Background: an optimization exercise with open tools, aiming at small area. Do not read the settings as production practice.
Function was checked by simulation only, so behaviour that the tests miss may differ from the original.
The flow treats the clock pin as an ideal source, which a real chip does not have.
Power and IR drop assume default switching activity.

===== flow/config.mk =====
export PLATFORM = sky130hd
export DESIGN_NAME = time_multiplexing_main
export DESIGN_NICKNAME = time_multiplexing_main
export VERILOG_FILES = /design/flow/design.v
export SDC_FILE = /design/flow/constraint.sdc
export NUM_CORES = 4
export LEC_CHECK = 0
export ABC_AREA = 1
export CAP_MARGIN = 20
export CORE_MARGIN = 2
export CORE_UTILIZATION = 40
export SLEW_MARGIN = 20

===== flow/constraint.sdc =====
create_clock -name core_clock -period 25.0 [get_ports {clk}]
set_input_delay 5.0000 -clock core_clock [delete_from_list [all_inputs] [get_ports {clk}]]
set_output_delay 5.0000 -clock core_clock [all_outputs]
set_load 0.01 [all_outputs]

===== flow/design.v =====
`timescale 1ns / 1ps
module time_multiplexing_main(
    input clk,
    input sys_reset,
    input reset,
    input start,
    input [1:0] m,
    input [3:0] load1,
    input [3:0] load2,
    output [3:0] an,
    output [6:0] sseg,
    output dp
    );
    reg [5:0] dc;
    wire [5:0] dc_c = {&dc[4:0], &dc[3:0], &dc[2:0], &dc[1:0], dc[0], 1'b1};
    always @(posedge clk)
        if (sys_reset) dc <= 6'b001000;
        else dc <= dc ^ dc_c;
    wire [1:0] P = dc[5:4];
    reg [5:0] T;
    wire [5:0] T_c = {&T[4:0], &T[3:0], &T[2:0], &T[1:0], T[0], 1'b1};
    always @(posedge clk)
        if (sys_reset | (&T[5:2])) T <= 6'd0;
        else T <= T ^ T_c;
    wire tick_t = T[5] & T[4] & T[3] & ~T[2] & T[1] & T[0];    
    localparam IDLE = 3'd0, RUN = 3'd1, PAUSE = 3'd2, ARM = 3'd3, CLR = 3'd4, HOLD_R = 3'd5;
    reg [2:0] S, S_n;
    always @(*)
        case (S)
            IDLE:    S_n = start ? ARM : IDLE;
            RUN:     S_n = reset ? CLR : start ? HOLD_R : RUN;
            PAUSE:   S_n = reset ? CLR : start ? ARM : PAUSE;
            ARM:     S_n = start ? ARM : RUN;
            CLR:     S_n = reset ? CLR : IDLE;
            HOLD_R:  S_n = start ? HOLD_R : PAUSE;
            default: S_n = IDLE;
        endcase
    always @(posedge clk)
        if (sys_reset) S <= IDLE;
        else S <= S_n;
    reg [15:0] d;
    wire up = ~m[1];
    wire ld = sys_reset | (tick_t & (S == IDLE));
    wire nine = ~sys_reset & m[1] & ~m[0];
    wire lsel = ~sys_reset & m[0];
    function [3:0] mod10;
        input [3:0] x;
        reg ge;
        begin
            ge = x[3] & (x[2] | x[1]);
            mod10 = {x[3] & ~ge, ge ? x[2] & x[1] : x[2], ge ? x[2] & ~x[1] : x[1], x[0]};
        end
    endfunction
    wire [3:0] l1 = mod10(load1), l2 = mod10(load2);
    wire [15:0] L = {lsel ? l2 : {nine, 2'b00, nine},
                     lsel ? l1 : {nine, 2'b00, nine},
                     nine, 2'b00, nine, nine, 2'b00, nine};
    function term;
        input [3:0] q;
        input u;
        term = u ? (q[3] & q[0]) : ~(q[3] | q[2] | q[1] | q[0]);
    endfunction
    function [3:0] delta;
        input [3:0] q;
        input u;
        delta = u ? {q[0] & (q[3] | (q[1] & q[2])), q[0] & q[1], q[0] & ~q[3], 1'b1}
                  : {~q[0] & ~q[1] & ~q[2], ~q[0] & ~q[1] & (q[2] | q[3]), ~q[0] & (q[1] | q[2] | q[3]), 1'b1};
    endfunction
    wire t0 = term(d[3:0], up), t1 = term(d[7:4], up), t2 = term(d[11:8], up), t3 = term(d[15:12], up);
    wire e0 = tick_t & (S == RUN) & ~(t0 & t1 & t2 & t3);
    wire e1 = e0 & t0, e2 = e1 & t1, e3 = e2 & t2;
    wire [15:0] tg = {{4{e3}} & delta(d[15:12], up), {4{e2}} & delta(d[11:8], up),
                      {4{e1}} & delta(d[7:4], up), {4{e0}} & delta(d[3:0], up)};
    always @(posedge clk)
        d <= ld ? L : d ^ tg;
    wire [3:0] x = P[1] ? (P[0] ? d[15:12] : d[11:8]) : (P[0] ? d[7:4] : d[3:0]);
    reg [6:0] seg;
    always @(*)
        case (x)
            4'd0: seg = 7'b0000001;
            4'd1: seg = 7'b1001111;
            4'd2: seg = 7'b0010010;
            4'd3: seg = 7'b0000110;
            4'd4: seg = 7'b1001100;
            4'd5: seg = 7'b0100100;
            4'd6: seg = 7'b0100000;
            4'd7: seg = 7'b0001111;
            4'd8: seg = 7'b0000000;
            4'd9: seg = 7'b0000100;
            default: seg = 7'b1111111;
        endcase
    assign sseg = seg;
    assign an = {~(P[1] & P[0]), ~(P[1] & ~P[0]), ~(~P[1] & P[0]), ~(~P[1] & ~P[0])};
    assign dp = ~(P[1] & ~P[0]);
endmodule

===== flow/flow/run.sh =====
#!/bin/bash
# Own layout flow: the standard synthesis, then the combinational logic between the
# standard synthesis's registers is re-mapped for area (registers untouched), then the
# standard ORFS layout with small port buffers and a lean clock tree.
set -euo pipefail
W=$(pwd)
R=$W/orfs/results/${FLOW_PLATFORM:-sky130hd}/time_multiplexing_main/base
YOSYS=$(command -v yosys || echo $FLOW_HOME/../tools/install/yosys/bin/yosys)
LIB=$FLOW_HOME/platforms/sky130hd/lib/sky130_fd_sc_hd__tt_025C_1v80.lib

bash standard.sh synth > $W/flow_synth.log 2>&1

python3 flow/mkmap.py $LIB $W/cellmap.v > $W/flow_mkmap.log 2>&1
cp $R/1_2_yosys.v $W/std_netlist.v
sed -e "s|@LIB@|$LIB|g" -e "s|@IN@|$W/std_netlist.v|g" -e "s|@OUT@|$R/1_2_yosys.v|g" \
    -e "s|@MAP@|$W/cellmap.v|g" -e "s|@ABC@|$W/flow/area.abc|g" flow/resyn.ys > $W/resyn.ys
$YOSYS -s $W/resyn.ys > $W/flow_resyn.log 2>&1
rm -f $R/1_synth.odb $R/1_synth.sdc

bash standard.sh \
    "BUFFER_PORTS_ARGS=-buffer_cell sky130_fd_sc_hd__buf_1" \
    "CTS_ARGS=-sink_clustering_enable -repair_clock_nets -dont_use_dummy_load -buf_list sky130_fd_sc_hd__clkbuf_4" \
    finish > $W/flow_layout.log 2>&1

===== flow/flow/area.abc =====
strash
&get -n
&deepsyn -T 10 -S 7
&put
dch -f
amap

===== flow/flow/mkmap.py =====
# Writes a Yosys techmap file that turns each combinational liberty cell into its function.
import re, sys
txt = open(sys.argv[1]).read()
out = []
for m in re.finditer(r'\n\s*cell\s*\(\s*"?(\w+)"?\s*\)\s*\{', txt):
    name, i, depth = m.group(1), m.end(), 1
    start = i
    while depth:
        depth += {'{': 1, '}': -1}.get(txt[i], 0)
        i += 1
    body = txt[start:i]
    if re.search(r'\b(ff|latch|statetable)\s*\(', body):
        continue
    ins, outs = [], []
    for pn, pb in re.findall(r'\n\s*pin\s*\(\s*"?(\w+)"?\s*\)\s*\{(.*?)\n\s{8}\}', body, re.S):
        d = re.search(r'direction\s*:\s*"?(\w+)', pb)
        f = re.search(r'function\s*:\s*"([^"]*)"', pb)
        if d and d.group(1) == 'input':
            ins.append(pn)
        elif d and d.group(1) == 'output' and f:
            outs.append((pn, f.group(1)))
    if not outs:
        continue
    def conv(f):
        f = f.replace('!', '~')
        f = re.sub(r'(?<=[\w)])\s+(?=[\w(~])', ' & ', f)
        return f.replace('+', '|').replace('*', '&')
    s = "module %s(%s);\n" % (name, ", ".join(ins + [o for o, _ in outs]))
    s += "".join("  input %s;\n" % p for p in ins)
    s += "".join("  output %s;\n  assign %s = %s;\n" % (o, o, conv(f)) for o, f in outs)
    out.append(s + "endmodule\n")
open(sys.argv[2], 'w').write("".join(out))

===== flow/flow/resyn.ys =====
# re-map the combinational logic of the standard synthesis netlist; the flip-flops
# (liberty blackboxes, not in the map) keep their cells and instance names
read_liberty -lib @LIB@
read_verilog @IN@
hierarchy -top time_multiplexing_main
techmap -map @MAP@
techmap
opt -fast
opt_clean
abc -script @ABC@ -liberty @LIB@ -dont_use *probe* -dont_use *lpflow*
opt_clean -purge
hilomap -singleton -hicell sky130_fd_sc_hd__conb_1 HI -locell sky130_fd_sc_hd__conb_1 LO
splitnets
opt_clean -purge
insbuf -buf sky130_fd_sc_hd__buf_1 A X
check -assert
tee -o resyn_stat.txt stat -liberty @LIB@
write_verilog -noattr -nohex -nodec @OUT@

===== flow/standard.sh =====
#!/bin/bash
# synth_recipe.tcl (not shown) runs the flow's synth.tcl, then flattens the netlist and writes it again
# the make line also repeats each setting of config.mk as NAME=value (left out here)
make -C /OpenROAD-flow-scripts/flow DESIGN_CONFIG=/design/flow/config.mk WORK_HOME=/design/flow/orfs CLKGATE_MAP_FILE= SYNTH_SCRIPT=/design/flow/synth_recipe.tcl "${@:-finish}"

==> impl_metrics.yaml, run 1 <==
sta:
  skew_ns: 0.01674
  timing.fmax_ghz: 0.1309
  fin_ws_ns: 17.36
  finalSetupViolCount: 0
  drv_slew: 0
  rsz0062_at_grt: "no"
  hold_viol_final: 0
  tns_ns: 0
  slew_headroom_pct: 59.93
  post-route-min-period_ns: 7.642
  tightestPinTransition_ns: 0.5948
  period_share_pct: 30.57
  hold_ws_ns: 0.4385
routing:
  drt_first_pass_iters: 4
  vias_per_cell: 5.323
  wl_per_cell_um: 12.20
  drt_iter0_drc: 66
  route.antenna.remaining_nets: 0
  dr_total_vias: 1778
  drt_wl_total_mm: 4.075
  drc: 0
die:
  start_util_pct: 42.21
  rows: 23
  core_area_mm2: 0.004058
  dieArea_mm2: 0.004822
  die_w_um: 69.44
  die_h_um: 69.44
  ios: 26
critical_path:
  end_kind: "register"
  reg2reg_depth: 15
  cp-endpoint: "d[10]$_DFF_P_"
  cp-startpoint: "m[1]"
  worstPathCellList: "buf_1 -> clkinv_1 -> a311oi_1 -> a21oi_1 -> clkinv_1 -> nor4_1 -> nor2_1 -> clkinv_1 -> nor2_1 -> clkinv_1 -> nor2_1 -> nand2_1 -> nor4_1 -> nor2_1 -> a211oi_1 -> a31o_1"
  max_stage_delay_ns: 0.37
  crit_path_start_kind: "input pin"
  critPathSlowestCell: "clkinv_1"
  crit_fanout: 11
  arrival_ns: 7.91
  reg2reg_to: "d[10]$_DFF_P_"
  cp.required_ns: 25.27
  path_class: "input pin to register"
  reg2reg_from: "d[5]$_SDFF_PN0_"
  r2r_setup_slack_ns: 22.11
clock_network:
  hold_buffers: 0
  clock_sinks: 31
  tritoncts: "yes"
  clock-root-buffer: "clkbuf_4"
  postCtsSetupBuffers: 0
  cts_buffers: 5
  clk_pin_slew_ns: 0.09
  cts_htree_levels: 2
  cts_resized: 0
  clk-insertion-delay-late_ns: 0.33
  ctsLongestPathBuffers: 2
synthesis:
  synth_area_mm2: 0.001713
  syn_inst: 254
  ys_warn_count: 1
  syn_avg_cell_area_um2: 6.744
  syn-num-nets: 268
placement:
  dp_hpwl_mm: 3.211
  gp_congestion: 0.8457
  dp.cells: 329
  dp_slack_ns: 17.04
  placement.io_buffers: 25
run_status:
  outcome: "complete, no violations"
pwr:
  finalPower_w: 0.00008850
  p_per_area_mw_per_mm2: 46.32
  p_leak_nw: 0.6274
  ir_worst_vdd_v: 0.00003480
grt:
  grtUsageTotal_pct: 18.44
  grt_start_max_net_pins: 12
  antenna_found_initial: 0
  grt_pass1_vias: 1601
  grt_pass1_wl_mm: 7.217
  grt.overflow.total: 0
final_layout:
  area_growth_pct: 11.54
  n_fill_cell: 424
  drive_above_1_share_pct: 2.113
  antenna_cells: 0
  regArea_um2: 620.6
  fin_nets: 300
  instances_no_fill: 334
  multi_input_area_um2: 949.7
hold_path:
  hold_class: "register to register"
run:
  maxCapViolCount: 0
through the flow:
stage               util, %  instance area, um^2
floorplan                 -                 1713
global placement      46.16                 1873
detailed placement    46.16                 1873
CTS                   47.09                 1911
global route          47.09                 1911
finish                47.09                 1911
critical path, delay by kind of cell:
kind / cells / cell delay (ns)
simple gates: 7 / 1.11
buf+inv: 5 / 0.98
compound gates: 4 / 0.80
flip-flops by register name (all words and copies together), names as in the netlist:
register  count
T             6
S             3
d            16
dc            6
routing by layer:
layer	vias up	track usage, %	part of all wire [%]
met3	7	4.360	5.0
met5	-	0	0
li1	960	-	-
met2	43	28.74	43
met1	768	24.89	50
met4	0	6.536	1.7
final cells by class:
type	count	area share [%]
repair buffers	26	5.305
flip-flops and latches	31	32.48
clock buffers	5	1.965
multi-input cells	185	49.71
well taps	50	3.274
inverters	37	7.269
power breakdown:
part           leakage (nW)  switching, W  internal [W]
Combinational         0.352    0.00000662    0.00000412
Sequential            0.252    0.00000130     0.0000512
Clock                0.0230     0.0000159    0.00000937
Total                 0.627     0.0000238     0.0000647
layout by cell type (no fill, tap or decap), types with 2 or more instances in the layout:
| cell | n |
|---|---|
| buf_1 | 25 |
| clkinv_1 | 37 |
| a22oi_1 | 2 |
| or4_1 | 2 |
| o221ai_1 | 4 |
| a211oi_1 | 5 |
| o211ai_1 | 4 |
| and3_1 | 2 |
| dfxtp_1 | 31 |
| nor4_1 | 2 |
| nor2_1 | 51 |
| clkbuf_4 | 5 |
| and2_0 | 2 |
| nand2_1 | 23 |
| o21ai_0 | 25 |
| nor3_1 | 13 |
| a31o_1 | 2 |
| o22ai_1 | 10 |
| or2_0 | 2 |
| or3_1 | 2 |
| a31oi_1 | 7 |
| a21oi_1 | 17 |
worst min path at each step:
stage / startpoint / to / slack, ns / depth (start not counted)
finish: T[0]$_SDFF_PP0_ / T[0]$_SDFF_PP0_ / 0.44 / 1
global route: dc[0]$_SDFF_PP0_ / dc[0]$_SDFF_PP0_ / 0.48 / 1
CTS: T[0]$_SDFF_PP0_ / T[0]$_SDFF_PP0_ / 0.44 / 1
detailed placement: T[0]$_SDFF_PP0_ / T[0]$_SDFF_PP0_ / 0.43 / 1
global placement: T[0]$_SDFF_PP0_ / T[0]$_SDFF_PP0_ / 0.42 / 1
floorplan: T[0]$_SDFF_PP0_ / T[0]$_SDFF_PP0_ / 0.41 / 1
==> run 2: changes to the inputs <==
==> flow/design.v (replaced) <==
`timescale 1ns / 1ps
module time_multiplexing_main(
    input clk,
    input sys_reset,
    input reset,
    input start,
    input [1:0] m,
    input [3:0] load1,
    input [3:0] load2,
    output [3:0] an,
    output [6:0] sseg,
    output dp
    );
    reg [5:0] dc;
    wire [5:0] dc_c = {&dc[4:0], &dc[3:0], &dc[2:0], &dc[1:0], dc[0], 1'b1};
    always @(posedge clk)
        if (sys_reset) dc <= 6'b001000;
        else dc <= dc ^ dc_c;
    wire [1:0] P = dc[5:4];
    reg [5:0] T;
    wire [5:0] T_c = {&T[4:0], &T[3:0], &T[2:0], &T[1:0], T[0], 1'b1};
    wire tick_t = &T;
    always @(posedge clk)
        if (sys_reset) T <= 6'd4;
        else T <= (T ^ T_c) | {4'b0, tick_t, tick_t};
    localparam IDLE = 3'd0, RUN = 3'd1, PAUSE = 3'd2, ARM = 3'd3, CLR = 3'd4, HOLD_R = 3'd5;
    reg [2:0] S, S_n;
    always @(*)
        case (S)
            IDLE:    S_n = start ? ARM : IDLE;
            RUN:     S_n = reset ? CLR : start ? HOLD_R : RUN;
            PAUSE:   S_n = reset ? CLR : start ? ARM : PAUSE;
            ARM:     S_n = start ? ARM : RUN;
            CLR:     S_n = reset ? CLR : IDLE;
            HOLD_R:  S_n = start ? HOLD_R : PAUSE;
            default: S_n = IDLE;
        endcase
    always @(posedge clk)
        if (sys_reset) S <= IDLE;
        else S <= S_n;
    reg [15:0] s;
    reg c;
    wire ld = sys_reset | (tick_t & (S == IDLE));
    wire flip = c ^ m[1];
    function [3:0] comp9;             
        input [3:0] q;
        input f;
        comp9 = {f ? ~(q[3] | q[2] | q[1]) : q[3], q[2] ^ (f & q[1]), q[1], q[0] ^ f};
    endfunction
    function [3:0] mod10;
        input [3:0] x;
        reg ge;
        begin
            ge = x[3] & (x[2] | x[1]);
            mod10 = {x[3] & ~ge, ge ? x[2] & x[1] : x[2], ge ? x[2] & ~x[1] : x[1], x[0]};
        end
    endfunction
    wire lsel = ~sys_reset & m[0];
    wire [15:0] L = {lsel ? mod10(load2) : 4'd0, lsel ? mod10(load1) : 4'd0, 8'd0};
    wire [15:0] si = {comp9(s[15:12], flip), comp9(s[11:8], flip), comp9(s[7:4], flip), comp9(s[3:0], flip)};
    wire n0 = si[3] & si[0], n1 = si[7] & si[4], n2 = si[11] & si[8], n3 = si[15] & si[12];
    wire e0 = tick_t & (S == RUN) & ~(n0 & n1 & n2 & n3);
    wire e1 = e0 & n0, e2 = e1 & n1, e3 = e2 & n2;
    function [3:0] incd;              
        input [3:0] q;
        incd = {q[0] & (q[3] | (q[1] & q[2])), q[0] & q[1], q[0] & ~q[3], 1'b1};
    endfunction
    wire [15:0] tg = {{4{e3}} & incd(si[15:12]), {4{e2}} & incd(si[11:8]),
                      {4{e1}} & incd(si[7:4]), {4{e0}} & incd(si[3:0])};
    always @(posedge clk) begin
        s <= ld ? L : si ^ tg;
        c <= ld ? ~sys_reset & m[1] & ~m[0] : m[1];
    end
    wire [3:0] xs = P[1] ? (P[0] ? s[15:12] : s[11:8]) : (P[0] ? s[7:4] : s[3:0]);
    wire [3:0] x = comp9(xs, c);
    wire [6:0] seg_on = {
        x[3] | x[1] | (x[2] & x[0]) | (~x[2] & ~x[0]),                                      
        ~x[2] | (~x[1] & ~x[0]) | (x[1] & x[0]),                                            
        x[2] | ~x[1] | x[0],                                                                
        x[3] | (~x[2] & ~x[0]) | (~x[2] & x[1]) | (x[1] & ~x[0]) | (x[2] & ~x[1] & x[0]),   
        (~x[2] & ~x[0]) | (x[1] & ~x[0]),                                                   
        x[3] | (~x[1] & ~x[0]) | (x[2] & ~x[1]) | (x[2] & ~x[0]),                           
        x[3] | (~x[2] & x[1]) | (x[2] & ~x[1]) | (x[1] & ~x[0])};                           
    wire [6:0] seg = ~seg_on;
    assign sseg = seg;
    assign an = {~(P[1] & P[0]), ~(P[1] & ~P[0]), ~(~P[1] & P[0]), ~(~P[1] & ~P[0])};
    assign dp = ~(P[1] & ~P[0]);
endmodule
--- a/flow/flow/run.sh
+++ b/flow/flow/run.sh
@@ -19,5 +19,5 @@
 
 bash standard.sh \
     "BUFFER_PORTS_ARGS=-buffer_cell sky130_fd_sc_hd__buf_1" \
-    "CTS_ARGS=-sink_clustering_enable -repair_clock_nets -dont_use_dummy_load -buf_list sky130_fd_sc_hd__clkbuf_4" \
+    "CTS_ARGS=${CTS_OVR:-$(cat flow/cts_args)}" \
     finish > $W/flow_layout.log 2>&1
==> flow/flow/cts_args (new file) <==
-sink_clustering_enable -repair_clock_nets -dont_use_dummy_load -buf_list sky130_fd_sc_hd__clkbuf_4
==> run 2 against run 1 <==
Still clean; synthesized area down 3.0%; die area down 2.8%; register-to-register slack worse by 1.2 ns; routed wire length down 6.5%; sequential power up 6.9%; fmax down 9.9%; clock power about the same; highest routed layer unchanged.
==> impl_metrics.yaml, run 2 <==
routing:
  vias_per_cell: 5.222
  wl_met1_mm: 1.916
  drc: 0
  dr_total_vias: 1692
  drt_iter0_drc: 65
  wl_per_cell_um: 11.76
  drt_wl_total_mm: 3.811
  route.antenna.remaining_nets: 0
  top_layer: "met4"
  wl_met2_mm: 1.700
  route.met3.wl_um: 133
  drt_first_pass_iters: 4
pwr:
  p_leak_nw: 0.6423
  ir_worst_vdd_v: 0.00002884
  p_per_area_mw_per_mm2: 53.84
grt:
  grt_start_max_net_pins: 16
  grtUsageTotal_pct: 17.95
  grt_pass1_vias: 1472
  grt.overflow.total: 0
  grt_pass1_wl_mm: 6.182
  antenna_found_initial: 0
final_layout:
  largest_reg_flops: 16
  final_cell_area_mm2: 0.001859
  area_growth_pct: 11.90
  final_common_cell: "nor2_1"
  final_cell_mix: "52 x nor2_1, 39 x clkinv_1, 32 x dfxtp_1, 25 x buf_1, 24 x nand2_1"
  fin_nets: 290
  top_regs: "s x16, T x6, dc x6"
  drive_above_1_share_pct: 2.190
  top_register: "s"
  antenna_cells: 0
clock_network:
  clk-insertion-delay-late_ns: 0.34
  tritoncts: "yes"
  clock-root-buffer: "clkbuf_4"
  hold_buffers: 0
  ctsLongestPathBuffers: 2
  clk_pin_slew_ns: 0.11
  postCtsSetupBuffers: 0
  cts_resized: 0
  cts_buffers: 5
  cts_htree_levels: 2
  clock_sinks: 32
sta:
  period_share_pct: 33.91
  post-route-min-period_ns: 8.479
  rsz0062_at_grt: "no"
  slew_headroom_pct: 36.05
  finalSetupViolCount: 0
  hold_viol_final: 0
  tightestPinTransition_ns: 0.9592
  tns_ns: 0
  skew_ns: 0.02350
  timing.fmax_ghz: 0.1179
  drv_slew: 0
critical_path:
  arrival_ns: 8.71
  crit_path_start_kind: "input pin"
  crit_fanout: 13
  end_kind: "register"
  path_class: "input pin to register"
  cp.required_ns: 25.23
synthesis:
  syn_inst: 244
  syn-num-nets: 258
  synth_area_mm2: 0.001662
  ys_warn_count: 1
  syn_avg_cell_area_um2: 6.810
run_status:
  outcome: "complete, no violations"
die:
  start_util_pct: 41.54
  rows: 23
  die_w_um: 68.45
  die_h_um: 68.45
  core_area_mm2: 0.004000
  ios: 26
  dieArea_mm2: 0.004685
placement:
  dp_hpwl_mm: 2.965
  gp_congestion: 0.9255
  placement.io_buffers: 25
  place_area_mm2: 0.001822
hold_path:
  hold_class: "register to register"
run:
  maxCapViolCount: 0
==> run 2: changes by cell type in the layout (fill, tap and decap cells not counted), moves of 3 or more <==
cell,previous run,this run
and3_1,2,5
o21ai_0,25,14
nand3_1,1,6
a21oi_1,17,9
o22ai_1,10,13
o32ai_1,0,7
o211ai_1,4,1
o221ai_1,4,0
==> run 2: worst paths after layout <==
| path | startpoint | end | slack (ns) | cells after the start |
|---|---|---|---|---|
| setup / recovery | m[1] | s[12]$_DFF_P_ | 16.52 | 14 |
| setup reg to reg | c$_DFF_P_ | s[12]$_DFF_P_ | 20.92 | 13 |
| hold reg to reg | dc[0]$_SDFF_PP0_ | dc[0]$_SDFF_PP0_ | 0.46 | 1 |
| hold / removal | dc[0]$_SDFF_PP0_ | dc[0]$_SDFF_PP0_ | 0.46 | 1 |
==> run 2: critical path: stages <==
cell and delay [ns]:
buf_1 0.13, nor2_1 0.05, a21oi_1 0.74, clkinv_1 0.49
o32ai_1 0.65, clkinv_1 0.20, nor4_1 0.40, nor2_1 0.16
nand3_1 0.15, nor2_1 0.09, and3_1 0.20, nand2_1 0.10
clkinv_1 0.09, o32ai_1 0.26
==> run 2: report_power, final <==
| group | internal [W] | total [W] | switching [W] |
|---|---|---|---|
| Combinational | 0.00000681 | 0.0000186 | 0.0000118 |
| Sequential | 0.0000540 | 0.0000561 | 0.00000213 |
| Clock | 0.00000938 | 0.0000254 | 0.0000160 |
==> run 2: stage by stage <==
step                      cells   power (W)  util, %  setup WS (ns)  hold WS, ns
final                       324   0.0001001    46.48          16.52       0.4601
after global routing        324   0.0001065    46.48          16.14       0.4885
after CTS                   324   0.0001012    46.48          16.60       0.4657
after detailed placement    319  0.00007582    45.54          16.26       0.4424
after global placement      319  0.00007571    45.54          16.36       0.4342
after floorplan             244  0.00007044        -          17.11       0.4163
==> run 2: layer usage <==
metal	up-vias	global-route usage (%)
met5	-	0
met4	0	6.750
met3	6	4.441
met2	26	28.37
met1	750	23.40
li1	910	-
==> run 2: final cells by class <==
cell class	instances	area, um^2
Timing Repair Buffer	26	101.3
Inverter	39	146.4
Sequential cell	32	640.6
Tap cell	50	62.56
Clock buffer	5	37.54
Multi-Input combinational cell	172	870.8
Fill cell	445	2141
==> run 3: changes to the inputs <==
--- a/flow/design.v
+++ b/flow/design.v
@@ -18,12 +18,11 @@
         else dc <= dc ^ dc_c;
     wire [1:0] P = dc[5:4];
     reg [5:0] T;
-    wire [5:0] T_c = {&T[4:0], &T[3:0], &T[2:0], &T[1:0], T[0], 1'b1};
-    wire tick_t = &T;
+    wire tick_t = T[4] & ~T[3] & T[2] & ~T[1] & T[0];
     always @(posedge clk)
-        if (sys_reset) T <= 6'd4;
-        else T <= (T ^ T_c) | {4'b0, tick_t, tick_t};
-    localparam IDLE = 3'd0, RUN = 3'd1, PAUSE = 3'd2, ARM = 3'd3, CLR = 3'd4, HOLD_R = 3'd5;
+        if (sys_reset) T <= 6'b010111;
+        else T <= {T[4:0], (T[5] ^ T[4]) | tick_t};
+    localparam IDLE = 3'd1, RUN = 3'd3, PAUSE = 3'd7, ARM = 3'd2, CLR = 3'd5, HOLD_R = 3'd6;
     reg [2:0] S, S_n;
     always @(*)
         case (S)
--- a/flow/flow/run.sh
+++ b/flow/flow/run.sh
@@ -12,12 +12,27 @@
 
 python3 flow/mkmap.py $LIB $W/cellmap.v > $W/flow_mkmap.log 2>&1
 cp $R/1_2_yosys.v $W/std_netlist.v
-sed -e "s|@LIB@|$LIB|g" -e "s|@IN@|$W/std_netlist.v|g" -e "s|@OUT@|$R/1_2_yosys.v|g" \
-    -e "s|@MAP@|$W/cellmap.v|g" -e "s|@ABC@|$W/flow/area.abc|g" flow/resyn.ys > $W/resyn.ys
-$YOSYS -s $W/resyn.ys > $W/flow_resyn.log 2>&1
+# a few random seeds of the re-mapping, in parallel; the smallest netlist is kept
+SEEDS="1 2 3 4 5 6 7 8 9 10 11 12"
+for S in $SEEDS; do
+  sed "s|@SEED@|$S|" flow/area.abc > $W/area_$S.abc
+  sed -e "s|@LIB@|$LIB|g" -e "s|@IN@|$W/std_netlist.v|g" -e "s|@OUT@|$W/resyn_$S.v|g" \
+      -e "s|@MAP@|$W/cellmap.v|g" -e "s|@ABC@|$W/area_$S.abc|g" -e "s|@STAT@|$W/resyn_stat_$S.txt|g" \
+      flow/resyn.ys > $W/resyn_$S.ys
+  $YOSYS -s $W/resyn_$S.ys > $W/flow_resyn_$S.log 2>&1 &
+  if (( $(jobs -r | wc -l) >= ${NUM_CORES:-4} )); then wait -n; fi
+done
+wait
+BEST=$(for S in $SEEDS; do echo "$(awk '/Chip area/ {print $NF}' $W/resyn_stat_$S.txt) $S"; done | sort -n | head -1 | cut -d' ' -f2)
+echo "re-mapping seeds: $(grep -h 'Chip area' $W/resyn_stat_*.txt | tr -s ' ' | tr '\n' ';'); kept seed $BEST" > $W/flow_resyn.log
+cp $W/resyn_$BEST.v $R/1_2_yosys.v
 rm -f $R/1_synth.odb $R/1_synth.sdc
 
-bash standard.sh \
-    "BUFFER_PORTS_ARGS=-buffer_cell sky130_fd_sc_hd__buf_1" \
-    "CTS_ARGS=${CTS_OVR:-$(cat flow/cts_args)}" \
-    finish > $W/flow_layout.log 2>&1
+bash standard.sh "BUFFER_PORTS_ARGS=-buffer_cell sky130_fd_sc_hd__buf_1" place > $W/flow_place.log 2>&1
+# the fewest clock buffers whose estimated worst flip-flop clock slew stays under 100 ps
+for K in 3 4 5 6 7 8; do
+  RESULTS=$R LIB=$LIB CLK_K=$K CLK_BUF=clkbuf_4 openroad -no_init -exit flow/cts1.tcl > $W/flow_cts_$K.log 2>&1
+  SLEW=$(awk '/worst flip-flop clock slew/ {print $NF}' $W/flow_cts_$K.log)
+  if awk -v s="$SLEW" 'BEGIN {exit !(s < 0.100)}'; then break; fi
+done
+bash standard.sh "BUFFER_PORTS_ARGS=-buffer_cell sky130_fd_sc_hd__buf_1" finish > $W/flow_layout.log 2>&1
==> flow/flow/area.abc (replaced) <==
strash
&get -n
&deepsyn -T 10 -S @SEED@
&put
dch -f
amap
==> flow/flow/cts1.tcl (new file) <==
# Clock tree of one level: the flip-flops are split into CLK_K groups by position (k-means),
# and the clk port drives one CLK_BUF buffer per group, placed at the group's centre.
read_liberty $::env(LIB)
set R $::env(RESULTS)
read_db $R/3_place.odb
read_sdc $R/3_place.sdc
source $::env(FLOW_HOME)/platforms/sky130hd/setRC.tcl
set K $::env(CLK_K); set B $::env(CLK_BUF)
# flops with location
set ffs {}
foreach inst [[odb::get_block] getInsts] {
  if {[string match "*__df*" [[$inst getMaster] getName]]} {
    set bb [$inst getBBox]
    lappend ffs [list [$inst getName] [expr {([$bb xMin]+[$bb xMax])/2.0}] [expr {([$bb yMin]+[$bb yMax])/2.0}]]
  }
}
# k-means
set cents {}
set sorted [lsort -real -index 1 $ffs]
set n [llength $sorted]
for {set k 0} {$k < $K} {incr k} { set f [lindex $sorted [expr {int(($k+0.5)*$n/$K)}]]; lappend cents [list [lindex $f 1] [lindex $f 2]] }
for {set it 0} {$it < 20} {incr it} {
  set groups {}
  for {set k 0} {$k < $K} {incr k} { lappend groups {} }
  foreach f $ffs {
    set best 0; set bd 1e18
    for {set k 0} {$k < $K} {incr k} { set c [lindex $cents $k]; set d [expr {pow([lindex $f 1]-[lindex $c 0],2)+pow([lindex $f 2]-[lindex $c 1],2)}]; if {$d < $bd} {set bd $d; set best $k} }
    lset groups $best [concat [lindex $groups $best] [list $f]]
  }
  set cents {}
  foreach g $groups { set sx 0; set sy 0; foreach f $g { set sx [expr {$sx+[lindex $f 1]}]; set sy [expr {$sy+[lindex $f 2]}] }; set m [llength $g]; if {$m == 0} {set m 1}; lappend cents [list [expr {$sx/$m}] [expr {$sy/$m}]] }
}
set dbu [[odb::get_block] getDbUnitsPerMicron]
for {set k 0} {$k < $K} {incr k} {
  set pins {}
  foreach f [lindex $groups $k] { lappend pins [get_pins [lindex $f 0]/CLK] }
  set c [lindex $cents $k]
  puts "cluster $k: [llength $pins] flops"
  insert_buffer -buffer_cell sky130_fd_sc_hd__$B -net clk -load_pins $pins -location [list [expr {[lindex $c 0]/$dbu}] [expr {[lindex $c 1]/$dbu}]] -buffer_name clkleaf$k -net_name clk_ff$k
}
detailed_placement
set_propagated_clock [all_clocks]
estimate_parasitics -placement
set w 0
foreach p [get_pins -hierarchical */CLK] { set s [get_property $p slew_max]; if {$s > $w} {set w $s} }
puts "clusters: $K of $B, worst flip-flop clock slew $w"
foreach i [[odb::get_block] getInsts] {
  if {[string match "clkleaf*" [$i getName]]} {
    foreach it [$i getITerms] { set net [$it getNet]; if {$net ne "NULL"} { $net setSigType CLOCK } }
  }
}
check_placement
report_clock_skew
report_checks -path_delay min_max
write_db $R/4_1_cts.odb
write_sdc $R/4_cts.sdc
--- a/flow/flow/resyn.ys
+++ b/flow/flow/resyn.ys
@@ -14,5 +14,5 @@
 opt_clean -purge
 insbuf -buf sky130_fd_sc_hd__buf_1 A X
 check -assert
-tee -o resyn_stat.txt stat -liberty @LIB@
+tee -o @STAT@ stat -liberty @LIB@
 write_verilog -noattr -nohex -nodec @OUT@
removed: flow/flow/cts_args
==> run 3 against run 2 <==
Power fell by 8.0%; via count fell by 10%; combinational power down 13%; clock-buffer cell count fell by 1; fmax decreased by 1.2%; cell area down 5.3%; highest routed layer unchanged; register-to-register slack worse by 0.02 ns; synthesized area shrank 4.9%; worst hold slack lost 0.016 ns; still clean; synthesized cell count fell by 9.4%.
==> impl_metrics.yaml, run 3 <==
grt:
  grtUsageTotal_pct: 17.37
  grt_pass1_wl_mm: 6.237
  antenna_found_initial: 0
  grt_start_max_net_pins: 15
  grt_pass1_vias: 1352
  grt.overflow.total: 0
sta:
  tightestPinTransition_ns: 0.9153
  timing.fmax_ghz: 0.1165
  hold_viol_final: 0
  fin_ws_ns: 16.42
  drv_slew: 0
  rsz0062_at_grt: "no"
  slew_headroom_pct: 38.98
  finalSetupViolCount: 0
  period_share_pct: 34.33
  post-route-min-period_ns: 8.581
  skew_ns: 0.01693
  tns_ns: 0
critical_path:
  reg2reg_depth: 14
  worstPathCellList: "buf_1 -> nor2_1 -> a21oi_1 -> clkinv_1 -> o32ai_1 -> nand4_1 -> clkinv_1 -> a41oi_1 -> nand2_1 -> clkinv_1 -> nand4_1 -> or2_0 -> nor2_1 -> a211oi_1 -> a31o_1"
  cp.required_ns: 25.11
  critPathSlowestCell: "a21oi_1"
  cpMostUsedCell: "clkinv_1"
  crit_fanout: 12
  reg2reg_to: "s[10]$_DFF_P_"
  path_delay_family: "compound AO/OA/AOI/OAI gates"
  reg2reg_from: "c$_DFF_P_"
  path_class: "input pin to register"
  end_kind: "register"
  crit_path_start_kind: "input pin"
  arrival_ns: 8.69
  max_stage_delay_ns: 0.71
  crit_buf_inv: 4
  r2r_setup_slack_ns: 20.90
pwr:
  p_switching_w: 0.00002457
  p_int_w: 0.00006754
  p_per_area_mw_per_mm2: 52.32
  ir_worst_vdd_v: 0.00002378
  power_frac_seq_pct: 60.7
  swShare_pct: 26.68
  finalPower_w: 0.00009211
  p_clk_share_pct: 21.7
  power_frac_comb_pct: 17.6
  p_leak_nw: 0.6212
final_layout:
  area_growth_pct: 11.40
  final_cell_mix: "41 x nor2_1, 38 x clkinv_1, 32 x dfxtp_1, 30 x nand2_1, 25 x buf_1"
  antenna_cells: 0
  top_register: "s"
  top_regs: "s x16, T x6, dc x6"
  instances_no_fill: 297
  fin_nets: 265
  drive_above_1_share_pct: 1.606
  utilization_pct: 47.37
  final_common_cell: "nor2_1"
  largest_reg_flops: 16
routing:
  drt_wl_total_mm: 3.406
  drt_first_pass_iters: 4
  drt_iter0_drc: 67
  drc: 0
  route.antenna.remaining_nets: 0
  dr_total_vias: 1521
  wl_per_cell_um: 11.47
  vias_per_cell: 5.121
placement:
  placement.io_buffers: 25
  gp_congestion: 0.8760
  dp_slack_ns: 16.33
  dp.cells: 293
  dp_hpwl_mm: 2.715
die:
  die_h_um: 66.86
  ios: 26
  dieArea_mm2: 0.004470
  core_area_mm2: 0.003716
  start_util_pct: 42.53
  die_w_um: 66.86
  rows: 22
run:
  maxCapViolCount: 0
synthesis:
  syn_avg_cell_area_um2: 7.151
  ys_warn_count: 1
  syn_inst: 221
  synth_area_mm2: 0.001580
  syn-num-nets: 235
clock_network:
  clk-insertion-delay-late_ns: 0.16
  clk_pin_slew_ns: 0.09
hold_path:
  hp-start: "T[0]$_SDFF_PP1_"
  min_to: "T[1]$_SDFF_PP1_"
  hold_class: "register to register"
  min_delay_path_depth: 1
run_status:
  outcome: "complete, no violations"
## run 3: how the worst max path moves through the flow
stage                          to  slack [ns]  depth (start not counted)  start
finish              s[10]$_DFF_P_       16.42                         15   m[1]
global route        s[10]$_DFF_P_       15.94                         15   m[1]
detailed placement  s[10]$_DFF_P_       16.33                         15   m[1]
global placement    s[10]$_DFF_P_       16.49                         15   m[1]
floorplan           s[10]$_DFF_P_       17.15                         14   m[1]
## run 3: final cells by class
type	count	area [um^2]
Clock buffer	4	30.03
Fill cell	413	1956
Inverter	38	142.6
Multi-Input combinational cell	150	793.3
Sequential cell	32	640.6
Tap cell	48	60.06
Timing Repair Buffer	25	93.84
## run 3: metal layers
| metal | wire, um | vias to the layer above | global-route usage (%) |
|---|---|---|---|
| met2 | 1435 | 29 | 26.88 |
| li1 | - | 828 | - |
| met4 | 35 | 0 | 1.531 |
| met1 | 1785 | 662 | 26.94 |
| met3 | 150 | 2 | 1.520 |
| met5 | 0 | - | 0 |
## run 3: power groups by stage
stage | sequential [W] | clock, W | combinational (W)
finish | 0.0000559 | 0.0000200 | 0.0000162
global route | 0.0000564 | 0.0000233 | 0.0000188
detailed placement | 0.0000571 | 0 | 0.0000163
global placement | 0.0000572 | 0 | 0.0000162
floorplan | 0.0000565 | 0 | 0.0000120
## run 3: stage by stage
step	hold WS (ns)	area, um^2
3_5_place_dp	0.4278	1730
2_1_floorplan	0.4026	1580
5_1_grt	0.4703	1760
6_report	0.4443	1760
3_3_place_gp	0.4182	1730
==> run 4: changes to the inputs <==
--- a/flow/design.v
+++ b/flow/design.v
@@ -11,19 +11,23 @@
     output [6:0] sseg,
     output dp
     );
-    reg [5:0] dc;
+    reg [5:0] dc_q;   
+    wire [5:0] dc = dc_q ^ 6'b010000;
     wire [5:0] dc_c = {&dc[4:0], &dc[3:0], &dc[2:0], &dc[1:0], dc[0], 1'b1};
     always @(posedge clk)
-        if (sys_reset) dc <= 6'b001000;
-        else dc <= dc ^ dc_c;
+        if (sys_reset) dc_q <= (6'b001000) ^ 6'b010000;
+        else dc_q <= (dc ^ dc_c) ^ 6'b010000;
     wire [1:0] P = dc[5:4];
-    reg [5:0] T;
+    reg [5:0] T_q;   
+    wire [5:0] T = T_q ^ 6'b010000;
     wire tick_t = T[4] & ~T[3] & T[2] & ~T[1] & T[0];
     always @(posedge clk)
-        if (sys_reset) T <= 6'b010111;
-        else T <= {T[4:0], (T[5] ^ T[4]) | tick_t};
+        if (sys_reset) T_q <= (6'b010111) ^ 6'b010000;
+        else T_q <= ({T[4:0], (T[5] ^ T[4]) | tick_t}) ^ 6'b010000;
     localparam IDLE = 3'd1, RUN = 3'd3, PAUSE = 3'd7, ARM = 3'd2, CLR = 3'd5, HOLD_R = 3'd6;
-    reg [2:0] S, S_n;
+    reg [2:0] S_n;
+    reg [2:0] S_q;   
+    wire [2:0] S = S_q ^ 3'b001;
     always @(*)
         case (S)
             IDLE:    S_n = start ? ARM : IDLE;
@@ -35,9 +39,10 @@
             default: S_n = IDLE;
         endcase
     always @(posedge clk)
-        if (sys_reset) S <= IDLE;
-        else S <= S_n;
-    reg [15:0] s;
+        if (sys_reset) S_q <= (IDLE) ^ 3'b001;
+        else S_q <= (S_n) ^ 3'b001;
+    reg [15:0] s_q;   
+    wire [15:0] s = s_q ^ 16'b0000010000000100;
     reg c;
     wire ld = sys_reset | (tick_t & (S == IDLE));
     wire flip = c ^ m[1];
@@ -67,7 +72,7 @@
     wire [15:0] tg = {{4{e3}} & incd(si[15:12]), {4{e2}} & incd(si[11:8]),
                       {4{e1}} & incd(si[7:4]), {4{e0}} & incd(si[3:0])};
     always @(posedge clk) begin
-        s <= ld ? L : si ^ tg;
+        s_q <= (ld ? L : si ^ tg) ^ 16'b0000010000000100;
         c <= ld ? ~sys_reset & m[1] & ~m[0] : m[1];
     end
     wire [3:0] xs = P[1] ? (P[0] ? s[15:12] : s[11:8]) : (P[0] ? s[7:4] : s[3:0]);
--- a/flow/flow/run.sh
+++ b/flow/flow/run.sh
@@ -29,10 +29,17 @@
 rm -f $R/1_synth.odb $R/1_synth.sdc
 
 bash standard.sh "BUFFER_PORTS_ARGS=-buffer_cell sky130_fd_sc_hd__buf_1" place > $W/flow_place.log 2>&1
-# the fewest clock buffers whose estimated worst flip-flop clock slew stays under 100 ps
-for K in 3 4 5 6 7 8; do
-  RESULTS=$R LIB=$LIB CLK_K=$K CLK_BUF=clkbuf_4 openroad -no_init -exit flow/cts1.tcl > $W/flow_cts_$K.log 2>&1
-  SLEW=$(awk '/worst flip-flop clock slew/ {print $NF}' $W/flow_cts_$K.log)
-  if awk -v s="$SLEW" 'BEGIN {exit !(s < 0.100)}'; then break; fi
+# four clock buffers; a group whose estimated clock slew is 100 ps or more gets a stronger one
+BUFS=(clkbuf_4 clkbuf_4 clkbuf_4 clkbuf_4)
+for TRY in 1 2 3 4 5; do
+  RESULTS=$R LIB=$LIB CLK_BUFS="${BUFS[*]}" openroad -no_init -exit flow/cts1.tcl > $W/flow_cts_$TRY.log 2>&1
+  UP=0
+  for G in 0 1 2 3; do
+    S=$(awk -v g="group $G:" 'index($0, g) == 1 {print $NF}' $W/flow_cts_$TRY.log)
+    if awk -v s="$S" 'BEGIN {exit !(s >= 0.100)}'; then
+      case ${BUFS[$G]} in clkbuf_4) BUFS[$G]=clkbuf_8; UP=1 ;; clkbuf_8) BUFS[$G]=clkbuf_16; UP=1 ;; esac
+    fi
+  done
+  [ $UP = 0 ] && break
 done
 bash standard.sh "BUFFER_PORTS_ARGS=-buffer_cell sky130_fd_sc_hd__buf_1" finish > $W/flow_layout.log 2>&1
==> flow/flow/cts1.tcl (replaced) <==
# Clock tree of one level: the flip-flops are split into four groups of equal size by
# position (halved by x, then each half by y), and the clk port drives one clock buffer
# per group (cell types from CLK_BUFS), placed at the group's centre.
set R $::env(RESULTS)
read_liberty $::env(LIB)
read_db $R/3_place.odb
read_sdc $R/3_place.sdc
source $::env(FLOW_HOME)/platforms/sky130hd/setRC.tcl
set bufs $::env(CLK_BUFS)
# a buffer left between two output port buffers (two outputs with the same function) is
# not needed once each port has its own buffer
set extra {}
foreach inst [[odb::get_block] getInsts] {
  set m [[$inst getMaster] getName]
  if {[string match "sky130_fd_sc_hd__buf_*" $m] && ![string match "input*" [$inst getName]] && ![string match "output*" [$inst getName]]} {
    lappend extra [get_cells [$inst getName]]
  }
}
puts "removing [llength $extra] buffers"
if {[llength $extra] > 0} { remove_buffers $extra }
set ffs {}
foreach inst [[odb::get_block] getInsts] {
  if {[string match "*__df*" [[$inst getMaster] getName]]} {
    set bb [$inst getBBox]
    lappend ffs [list [$inst getName] [expr {([$bb xMin]+[$bb xMax])/2.0}] [expr {([$bb yMin]+[$bb yMax])/2.0}]]
  }
}
proc halves {l idx} {
  set s [lsort -real -index $idx $l]
  set h [expr {[llength $s] / 2}]
  return [list [lrange $s 0 [expr {$h - 1}]] [lrange $s $h end]]
}
set groups {}
foreach half [halves $ffs 1] { foreach q [halves $half 2] { lappend groups $q } }
set dbu [[odb::get_block] getDbUnitsPerMicron]
set k 0
foreach g $groups {
  set pins {}; set sx 0; set sy 0
  foreach f $g { lappend pins [get_pins [lindex $f 0]/CLK]; set sx [expr {$sx + [lindex $f 1]}]; set sy [expr {$sy + [lindex $f 2]}] }
  set n [llength $g]
  set x [expr {$sx / $n / $dbu}]; set y [expr {$sy / $n / $dbu}]
  insert_buffer -buffer_cell sky130_fd_sc_hd__[lindex $bufs $k] -net clk -load_pins $pins -location [list $x $y] -buffer_name clkleaf$k -net_name clk_ff$k
  incr k
}
foreach i [[odb::get_block] getInsts] {
  if {[string match "clkleaf*" [$i getName]]} {
    foreach it [$i getITerms] { set net [$it getNet]; if {$net ne "NULL"} { $net setSigType CLOCK } }
  }
}
detailed_placement
check_placement
set_propagated_clock [all_clocks]
estimate_parasitics -placement
set k 0
set worst 0
foreach g $groups {
  set w 0
  foreach f $g { set s [get_property [get_pins [lindex $f 0]/CLK] slew_max]; if {$s > $w} {set w $s} }
  puts "group $k: [llength $g] flip-flops, [lindex $bufs $k], worst clock slew $w"
  if {$w > $worst} {set worst $w}
  incr k
}
puts "worst flip-flop clock slew $worst"
report_clock_skew
report_checks -path_delay min_max
write_db $R/4_1_cts.odb
write_sdc $R/4_cts.sdc
--- a/flow/config.mk
+++ b/flow/config.mk
@@ -9,4 +9,5 @@
 export CAP_MARGIN = 20
 export CORE_MARGIN = 2
 export CORE_UTILIZATION = 40
+export GPL_TIMING_DRIVEN = 0
 export SLEW_MARGIN = 20
==> run 4 against run 3 <==
Final cell count fell by 1.0%; combinational power hardly changed; largest power group unchanged; synthesized area shrank 0.71%; global-route usage is 1.2 points lower; clock-buffer cell count unchanged.
==> impl_metrics.yaml, run 4 <==
critical_path:
  crit_fanout: 13
  cp-startpoint: "m[1]"
  path_class: "input pin to register"
  crit_path_start_kind: "input pin"
  cp.required_ns: 25.05
  arrival_ns: 8.86
  end_kind: "register"
  reg2reg_from: "c$_DFF_P_"
sta:
  drv_slew: 0
  finalSetupViolCount: 0
  timing.fmax_ghz: 0.1136
  rsz0062_at_grt: "no"
  fin_ws_ns: 16.19
  skew_ns: 0.009694
  tns_ns: 0
  slew_headroom_pct: 53.54
  period_share_pct: 35.23
  hold_viol_final: 0
  post-route-min-period_ns: 8.806
  tightestPinTransition_ns: 0.6969
  hold_ws_ns: 0.4101
grt:
  antenna_found_initial: 0
  grtUsageTotal_pct: 16.21
  grt.overflow.total: 0
  grt_pass1_wl_mm: 5.816
  grt_start_max_net_pins: 19
  grt_pass1_vias: 1289
final_layout:
  n_fill_cell: 386
  utilization_pct: 47.07
  top_regs: "s_q x16, T_q x6, dc_q x6"
  largest_reg_flops: 16
  final_cell_area_mm2: 0.001749
  antenna_cells: 0
  area_growth_pct: 11.48
  final_cell_mix: "43 x nor2_1, 32 x dfxtp_1, 32 x clkinv_1, 25 x buf_1, 24 x nand2_1"
  drive_above_1_share_pct: 1.626
  fin_nets: 262
  top_register: "s_q"
  final_common_cell: "nor2_1"
placement:
  place_area_mm2: 0.001723
  gp_congestion: 0.8061
  dp_slack_ns: 16.05
  dp_hpwl_mm: 2.648
  placement.io_buffers: 25
routing:
  drt_iter0_drc: 94
  route.antenna.remaining_nets: 0
  dr_total_vias: 1479
  wl_per_cell_um: 11.56
  drt_wl_total_mm: 3.400
  vias_per_cell: 5.031
  drt_first_pass_iters: 4
  drc: 0
die:
  rows: 22
  die_h_um: 66.63
  die_w_um: 66.63
  dieArea_mm2: 0.004440
  core_area_mm2: 0.003716
  start_util_pct: 42.22
  ios: 26
pwr:
  p_leak_nw: 0.5811
  p_per_area_mw_per_mm2: 53.34
  ir_worst_vdd_v: 0.00003140
run:
  maxCapViolCount: 0
synthesis:
  syn_inst: 218
  ys_warn_count: 1
  syn-num-nets: 232
  syn_avg_cell_area_um2: 7.197
  synth_area_mm2: 0.001569
clock_network:
  clk_pin_slew_ns: 0.09
  clk-insertion-delay-late_ns: 0.16
run_status:
  outcome: "complete, no violations"
hold_path:
  hold_class: "register to register"
  hp-start: "T_q[3]$_SDFF_PP0_"
==> run 4: per-layer routing <==
layer | track usage [%] | vias to the layer above | routed length [um]
met3 | 1.351 | 5 | 151
met2 | 25.25 | 32 | 1394
met1 | 24.69 | 621 | 1804
li1 | - | 821 | -
met5 | 0 | - | 0
met4 | 2.296 | 0 | 50
==> run 4: layout make-up <==
cell class | count | area [um^2] | area share, %
multi-input cells | 153 | 804.5 | 45.99
flip-flops and latches | 32 | 640.6 | 36.62
inverters | 32 | 120.1 | 6.867
repair buffers | 25 | 93.84 | 5.365
well taps | 48 | 60.06 | 3.433
clock buffers | 4 | 30.03 | 1.717
==> run 4: path summary, 6_finish.rpt <==
| check | cells after the start | end | slack, ns |
|---|---|---|---|
| worst max-delay path | 21 | s_q[14]$_DFF_P_ | 16.19 |
| worst min-delay path | 1 | T_q[4]$_SDFF_PP0_ | 0.41 |
| worst max register to register | 20 | s_q[14]$_DFF_P_ | 20.67 |
| worst min register to register | 1 | T_q[4]$_SDFF_PP0_ | 0.41 |
==> run 4: critical path, cell delays in order <==
cell and delay, ns:
buf_1 0.11, nor2_1 0.05, a21oi_1 0.55, clkinv_1 0.52, a31oi_1 0.26, a21oi_1 0.11, clkinv_1 0.08, nor4_1 0.05
a41oi_1 0.30, nand2_1 0.14, nor2_1 0.20, clkinv_1 0.11, nor2_1 0.26, nand2_1 0.14, nor2_1 0.19, clkinv_1 0.10
nor2_1 0.17, nand2_1 0.11, nor2_1 0.13, a211oi_1 0.06, a31o_1 0.19
==> run 4: stage by stage <==
stage | instances | total power (W)
after floorplan | 218 | 0.00006854
after global placement | 291 | 0.00007342
after detailed placement | 291 | 0.00007351
after global routing | 294 | 0.00009858
final | 294 | 0.00009330
==> run 4: report_power, final <==
group | leakage [nW] | internal (W) | switching, W
registers | 0.263 | 0.0000540 | 0.00000190
logic | 0.299 | 0.00000617 | 0.0000104
clock network | 0.0184 | 0.00000765 | 0.0000133
total | 0.581 | 0.0000678 | 0.0000255
==> run 5: changes to the inputs <==
--- a/flow/flow/run.sh
+++ b/flow/flow/run.sh
@@ -13,18 +13,23 @@
 python3 flow/mkmap.py $LIB $W/cellmap.v > $W/flow_mkmap.log 2>&1
 cp $R/1_2_yosys.v $W/std_netlist.v
 # a few random seeds of the re-mapping, in parallel; the smallest netlist is kept
-SEEDS="1 2 3 4 5 6 7 8 9 10 11 12"
-for S in $SEEDS; do
-  sed "s|@SEED@|$S|" flow/area.abc > $W/area_$S.abc
-  sed -e "s|@LIB@|$LIB|g" -e "s|@IN@|$W/std_netlist.v|g" -e "s|@OUT@|$W/resyn_$S.v|g" \
-      -e "s|@MAP@|$W/cellmap.v|g" -e "s|@ABC@|$W/area_$S.abc|g" -e "s|@STAT@|$W/resyn_stat_$S.txt|g" \
-      flow/resyn.ys > $W/resyn_$S.ys
-  $YOSYS -s $W/resyn_$S.ys > $W/flow_resyn_$S.log 2>&1 &
-  if (( $(jobs -r | wc -l) >= ${NUM_CORES:-4} )); then wait -n; fi
+# two script variants (with and without dc2 before the choice computation) times 12 seeds
+RUNS=""
+for S in 1 2 3 4 5 6 7 8 9 10 11 12; do RUNS="$RUNS a$S b$S"; done
+for RN in $RUNS; do
+  S=${RN:1}
+  PRE=""; [ ${RN:0:1} = b ] && PRE="dc2\n"
+  sed -e "s|@SEED@|$S|" -e "s|@PRE@|$PRE|" flow/area.abc > $W/area_$RN.abc
+  sed -e "s|@LIB@|$LIB|g" -e "s|@IN@|$W/std_netlist.v|g" -e "s|@OUT@|$W/resyn_$RN.v|g" \
+      -e "s|@MAP@|$W/cellmap.v|g" -e "s|@ABC@|$W/area_$RN.abc|g" -e "s|@STAT@|$W/resyn_stat_$RN.txt|g" \
+      flow/resyn.ys > $W/resyn_$RN.ys
+  $YOSYS -s $W/resyn_$RN.ys > $W/flow_resyn_$RN.log 2>&1 &
+  if (( $(jobs -r | wc -l) >= ${NUM_CORES:-4} )); then wait -n || true; fi
 done
-wait
-BEST=$(for S in $SEEDS; do echo "$(awk '/Chip area/ {print $NF}' $W/resyn_stat_$S.txt) $S"; done | sort -n | head -1 | cut -d' ' -f2)
-echo "re-mapping seeds: $(grep -h 'Chip area' $W/resyn_stat_*.txt | tr -s ' ' | tr '\n' ';'); kept seed $BEST" > $W/flow_resyn.log
+wait || true
+BEST=$(for RN in $RUNS; do [ -f $W/resyn_stat_$RN.txt ] && echo "$(awk '/Chip area/ {print $NF}' $W/resyn_stat_$RN.txt) $RN"; done | sort -n | head -1 | cut -d' ' -f2)
+for RN in $RUNS; do echo "$RN $(awk '/Chip area/ {print $NF}' $W/resyn_stat_$RN.txt 2>/dev/null)"; done > $W/flow_resyn.log
+echo "kept $BEST" >> $W/flow_resyn.log
 cp $W/resyn_$BEST.v $R/1_2_yosys.v
 rm -f $R/1_synth.odb $R/1_synth.sdc
 
==> flow/flow/area.abc (replaced) <==
strash
&get -n
&deepsyn -T 10 -S @SEED@
&put
@PRE@dch -f
amap
==> run 5 against run 4 <==
Clock skew increased by 0.0050 ns; largest cell class unchanged; power decreased by 0.69%; core utilization about the same; sequential share of layout area up 0.26 points; register-to-register slack improved by 0.06 ns; combinational power barely moved; critical endpoint unchanged; synthesized area decreased by 0.80%; fmax grew 0.49%; largest power group unchanged.
==> impl_metrics.yaml, run 5 <==
routing:
  drt_wl_total_mm: 3.220
  drt_iter0_drc: 84
  drt_first_pass_iters: 4
  dr_total_vias: 1466
  wl_per_cell_um: 11.03
  route.antenna.remaining_nets: 0
  drc: 0
  vias_per_cell: 5.021
grt:
  antenna_found_initial: 0
  grt_pass1_wl_mm: 5.754
  grt_start_max_net_pins: 19
  grt_pass1_vias: 1318
  grtUsageTotal_pct: 15.98
  grt.overflow.total: 0
final_layout:
  n_fill_cell: 409
  final_cell_mix: "46 x nor2_1, 32 x dfxtp_1, 29 x clkinv_1, 25 x buf_1, 21 x nand2_1"
  top_regs: "s_q x16, T_q x6, dc_q x6"
  instances_no_fill: 292
  top_register: "s_q"
  area_growth_pct: 11.58
  fin_nets: 260
  antenna_cells: 0
  largest_reg_flops: 16
  utilization_pct: 47.08
  final_common_cell: "nor2_1"
  final_cell_area_mm2: 0.001737
  drive_above_1_share_pct: 1.639
synthesis:
  synth_area_mm2: 0.001556
  syn_inst: 216
  syn-num-nets: 230
  ys_warn_count: 1
  syn_avg_cell_area_um2: 7.206
critical_path:
  critPathSlowestCell: "o32ai_1"
  path_class: "input pin to register"
  cp.required_ns: 25.06
  crit_fanout: 12
  crit_buf_inv: 4
  crit_path_start_kind: "input pin"
  max_stage_delay_ns: 0.72
  end_kind: "register"
  arrival_ns: 8.82
  path_delay_family: "compound AO/OA/AOI/OAI gates"
  worstPathCellList: "buf_1 -> nor2_1 -> a21oi_1 -> clkinv_1 -> o32ai_1 -> nand2_1 -> nor2_1 -> clkinv_1 -> nor2_1 -> nand2_1 -> nor2_1 -> clkinv_1 -> nor2_1 -> nand2_1 -> nor2_1 -> a21oi_1 -> a32o_1"
  cpMostUsedCell: "nor2_1"
die:
  core_area_mm2: 0.003689
  ios: 26
  die_h_um: 66.38
  rows: 22
  start_util_pct: 42.20
  dieArea_mm2: 0.004406
  die_w_um: 66.38
sta:
  timing.fmax_ghz: 0.1141
  finalSetupViolCount: 0
  drv_slew: 0
  period_share_pct: 35.05
  tns_ns: 0
  post-route-min-period_ns: 8.763
  slew_headroom_pct: 41.43
  rsz0062_at_grt: "no"
  hold_viol_final: 0
  tightestPinTransition_ns: 0.8785
  skew_ns: 0.01471
run_status:
  outcome: "complete, no violations"
placement:
  dp_hpwl_mm: 2.524
  placement.io_buffers: 25
  gp_congestion: 0.7724
  dp.cells: 289
  place_area_mm2: 0.001710
pwr:
  p_per_area_mw_per_mm2: 53.36
  ir_worst_vdd_v: 0.00003884
  p_leak_nw: 0.6001
clock_network:
  clk_pin_slew_ns: 0.09
  clk-insertion-delay-late_ns: 0.15
hold_path:
  hold_class: "register to register"
run:
  maxCapViolCount: 0
-- run 5: layer usage --
layer / GRT usage, % / up-vias / wire length [um]
met4: 4.082 / 0 / 87
met5: 0 / - / 0
met2: 24.63 / 39 / 1234
met1: 23.59 / 599 / 1697
met3: 1.704 / 8 / 200
li1: - / 820 / -
-- run 5: layout make-up --
cell class | count | area (um^2) | share of cell area [%]
Clock buffer | 4 | 30.03 | 1.729
Inverter | 29 | 108.9 | 6.268
Multi-Input combinational cell | 154 | 803.3 | 46.25
Tap cell | 48 | 60.06 | 3.458
Timing Repair Buffer | 25 | 93.84 | 5.403
Sequential cell | 32 | 640.6 | 36.89
-- run 5: report_power, final --
| group | switching [W] | internal [W] | leakage [nW] |
|---|---|---|---|
| Clock | 0.0000127 | 0.00000765 | 0.0184 |
| Sequential | 0.00000201 | 0.0000540 | 0.263 |
| Combinational | 0.0000103 | 0.00000607 | 0.318 |
-- run 5: worst paths after layout --
check,to,slack (ns),depth (start not counted),from
max reg2reg,s_q[14]$_DFF_P_,20.73,16,c$_DFF_P_
min reg2reg,T_q[4]$_SDFF_PP0_,0.41,1,T_q[3]$_SDFF_PP0_
min,T_q[4]$_SDFF_PP0_,0.41,1,T_q[3]$_SDFF_PP0_
max,s_q[14]$_DFF_P_,16.24,17,m[1]
-- run 5: through the flow --
stage | hold slack, ns | setup slack [ns] | power [W]
floorplan | 0.3853 | 16.95 | 0.00006867
global placement | 0.3923 | 16.00 | 0.00007344
detailed placement | 0.4095 | 16.05 | 0.00007360
global route | 0.4514 | 15.57 | 0.00009838
finish | 0.4136 | 16.24 | 0.00009266

==> static timing again, ports no longer ideal <==
No port has a modelled driver above. Below, the same layouts with a new extraction and two added sets of constraints.
Step 1 (the two cells are an assumption about what drives the block):
set clk [get_ports {clk}]
set_driving_cell -lib_cell sky130_fd_sc_hd__clkbuf_16 $clk
set_driving_cell -lib_cell sky130_fd_sc_hd__buf_2 [delete_from_list [all_inputs] $clk]
Step 2 times the ports against the registers' clock, not the clock port: input delays grow and output delays shrink by t, the midpoint of the rising clock arrivals with the driver on.
Three values: ideal ports, drivers, drivers and shift; two values: the first two.
run | t (ns) | slack for setup (ns) | worst setup path after step 2
run 1 | 0.350 | 17.358 / 17.358 / 17.008 | input to register
run 2 | 0.350 | 16.521 / 16.522 / 16.172 | input to register
run 3 | 0.193 | 16.419 / 16.432 / 16.240 | input to register
run 4 | 0.197 | 16.194 / 16.214 / 16.017 | input to register
run 5 | 0.194 | 16.237 / 16.255 / 16.061 | input to register
After both steps every run listed still meets setup and hold. For run 1, which loses most, drivers alone change the setup slack by 0.000 ns; drivers and shift together by -0.350 ns.
